Background: an optimization exercise with open tools, aiming at small area. Do not read the settings as production practice. In this exercise RTL edits were held to simulation tests only and were not proved equivalent to the original. Power and IR drop assume default switching activity.

// Draw_Waveform
module Draw_Waveform(
    input clk_sample,  
    input rst,         
    input waveform_sw,
    input freeze_sw,
    input advanced_sw,
    input [9:0] wave_sample,
    input [11:0] VGA_HORZ_COORD,
    input [11:0] VGA_VERT_COORD,
    input [2:0] colour_select,
    output reg [3:0] VGA_Red_waveform,
    output reg [3:0] VGA_Green_waveform,
    output reg [3:0] VGA_Blue_waveform
    );
    reg [10:0] n;
    reg [7:0]  ng;
    reg [2:0]  ns;
    reg        fdc;           
    reg [7:0]  jq;
    reg [2:0]  jr;
    reg        lap;           
    reg [1:0]  col;           
    reg [10:0] r;             
    reg [12639:0]     sring;   
    reg [9:0]         lb [0:15];    
    reg [9:0]         bk [0:15];    
    reg [15:0]        bk_v;
    reg [6:0]         bk_st;   
    reg [10:0]        last;    
    reg [2:0]         lidx [1:212];
    reg [212*15-1:0]  ering;   
    reg [7:0]         u;       
    reg [7:0]         hm, hn0, hn1;  
    reg               hx;      
    reg               pv;      
    reg [7:0]         pw;
    reg [14:0]        pd;
    wire n_end  = (n == 11'd1279);
    wire ns_end = (ns == 3'd5) || n_end;
    wire step   = (n == 11'd6)   || (n == 11'd165) || (n == 11'd324) || (n == 11'd483) ||
                  (n == 11'd642) || (n == 11'd801) || (n == 11'd960) || (n == 11'd1119) ||
                  (n == 11'd1278);
    wire j_wrap = (jq == 8'd213) && (jr == 3'd1);
    wire rot    = step && (jr == 3'd5);
    wire clear  = step && !j_wrap && !freeze_sw;
    wire fdc_next = freeze_sw && (n_end || fdc);
    wire write_en = !(freeze_sw && fdc_next);
    wire wr     = !rst && write_en;
  ...
Size: ~17,000 flip-flops, ~54 I/O pins, ~460,000 um^2 of cells after synthesis.
clock: 25.0 ns
lec_check: 0
cap_margin: 30
core_margin: 2
core_utilization: 72
gpl_timing_driven: 0
setup_slack_margin: 0.8
slew_margin: 30
synth_hierarchical: 1
synth_memory_max_bits: 100000
standard.sh (not shown) runs the stock make flow with config.mk's settings and CLKGATE_MAP_FILE= SYNTH_SCRIPT=/design/flow/synth_recipe.tcl, a recipe that flattens the netlist after the stock synthesis.
==> flow/flow/run.sh <==
#!/bin/bash
# Layout flow: the standard flow (standard.sh) with a leaner clock tree, faster port
# buffers and timing repair limited to sizing and buffering. Synthesis is the standard one,
# unchanged.
#  - clock tree: clkbuf_16 at the sinks (clusters of up to 30 flip-flops within 50 um),
#    clkbuf_8 in the tree, clkbuf_16 at the root, and no dummy loads;
#  - port buffers: buf_4 instead of the default delay-cell buffer;
#  - repair_timing without pin swapping or gate cloning, so that the layout's netlist keeps
#    the synthesized structure.
# Each step's full output goes to a log file of its own in the folder this runs in; ORFS also
# keeps its per-step logs under orfs/logs.
set -euo pipefail
export CTS_ARGS="-sink_clustering_enable -repair_clock_nets -sink_clustering_size 30 -sink_clustering_max_diameter 50 -buf_list sky130_fd_sc_hd__clkbuf_8 -sink_clustering_buffer sky130_fd_sc_hd__clkbuf_16 -root_buf sky130_fd_sc_hd__clkbuf_16 -dont_use_dummy_load"
export BUFFER_PORTS_ARGS="-buffer_cell sky130_fd_sc_hd__buf_4"
export SKIP_PIN_SWAP=1
export SKIP_GATE_CLONING=1
bash standard.sh synth > synth.log 2>&1
bash standard.sh place > place.log 2>&1
bash standard.sh cts > cts.log 2>&1
bash standard.sh finish > route_finish.log 2>&1
The starting point went through all stages and came out clean.
Rerun with:
==> flow/run.sh (new file) <==
#!/bin/bash
# synth_recipe.tcl (not shown) runs the flow's synth.tcl, then flattens the netlist and writes it again
# the make line also repeats each setting of config.mk as NAME=value (left out here)
make -C /OpenROAD-flow-scripts/flow DESIGN_CONFIG=/design/flow/config.mk WORK_HOME=/design/flow/orfs CLKGATE_MAP_FILE= SYNTH_SCRIPT=/design/flow/synth_recipe.tcl finish
Settings changed: CORE_UTILIZATION 72 to 65, CTS_BUF_LIST from default to sky130_fd_sc_hd__clkbuf_16, CTS_CLUSTER_DIAMETER from default to 45, CTS_CLUSTER_SIZE from default to 30.
removed: flow/flow/run.sh
removed: flow/standard.sh
Power went up by about a fifth.
Design area went up by a few percent.
Core utilization went down by 3.9 points.
Global-route usage went down by 3.1 points.
Synthesized area stays the same.
Rerun with:
==> flow/flow/run.sh (new file) <==
#!/bin/bash
# Layout flow: the standard flow (standard.sh) with a leaner clock tree, faster port
# buffers and timing repair limited to sizing and buffering. Synthesis is the standard one,
# unchanged.
#  - clock tree: clkbuf_16 at the sinks (clusters of up to 30 flip-flops within 50 um),
#    clkbuf_8 in the tree, clkbuf_16 at the root, and no dummy loads;
#  - port buffers: buf_4 instead of the default delay-cell buffer;
#  - repair_timing without pin swapping or gate cloning, so that the layout's netlist keeps
#    the synthesized structure.
# Each step's full output goes to a log file of its own in the folder this runs in; ORFS also
# keeps its per-step logs under orfs/logs.
set -euo pipefail
export CTS_ARGS="-sink_clustering_enable -repair_clock_nets -sink_clustering_size 30 -sink_clustering_max_diameter 50 -buf_list sky130_fd_sc_hd__clkbuf_8 -sink_clustering_buffer sky130_fd_sc_hd__clkbuf_16 -root_buf sky130_fd_sc_hd__clkbuf_16 -dont_use_dummy_load"
export BUFFER_PORTS_ARGS="-buffer_cell sky130_fd_sc_hd__buf_4"
export SKIP_PIN_SWAP=1
export SKIP_GATE_CLONING=1
bash standard.sh synth > synth.log 2>&1
bash standard.sh place > place.log 2>&1
bash standard.sh cts > cts.log 2>&1
bash standard.sh finish > route_finish.log 2>&1
==> flow/standard.sh (new file) <==
#!/bin/bash
# synth_recipe.tcl (not shown) runs the flow's synth.tcl, then flattens the netlist and writes it again
# the make line also repeats each setting of config.mk as NAME=value (left out here)
make -C /OpenROAD-flow-scripts/flow DESIGN_CONFIG=/design/flow/config.mk WORK_HOME=/design/flow/orfs CLKGATE_MAP_FILE= SYNTH_SCRIPT=/design/flow/synth_recipe.tcl "${@:-finish}"
Settings changed: CTS_BUF_LIST sky130_fd_sc_hd__clkbuf_16 to default, CTS_CLUSTER_DIAMETER 45 to default, CTS_CLUSTER_SIZE 30 to default.
removed: flow/run.sh
=>
- The new run passed the timing, DRC and antenna checks
- clock-buffer cell count drops by 394
- power drops by 14%
- clock skew climbs by 110 ps
- routed wire length drops by 1.6%
- worst setup slack improves by 210 ps
- cell area drops by 4.2%
- worst hold slack degrades by 100 ps

-- re-timing with driven ports --
In the flow no input, the clock included, has a driving cell. The finished layouts below were timed again as built, in two steps. Step 1, drivers: a clkbuf_16 drives clk_sample and a buf_2 each remaining input, both assumed. Step 2 moves the port delays by t, midway between the first and last clock arrival at a register: inputs arrive t later, outputs are due t later. That takes back most of the time a late clock gives input paths. Slacks: no drivers / after step 1 / after step 2; pairs: no drivers / after step 1.
run	shift t [ns]	setup WS [ns]	worst setup path at the end	clock arrival spread, ns	pins driven straight from the clock port
the first run	1.530	0.385 / 0.288 / 0.288	input to output	0.199 / 0.198	1
the second run	1.419	0.341 / 0.178 / 0.178	input to output	0.131 / 0.130	1
the third run	1.548	0.548 / 0.416 / 0.416	input to output	0.243 / 0.242	1
After both steps setup and hold are still met in every run listed. For the second run, which loses most, drivers alone change the setup slack by -0.163 ns; drivers and shift together by -0.163 ns.
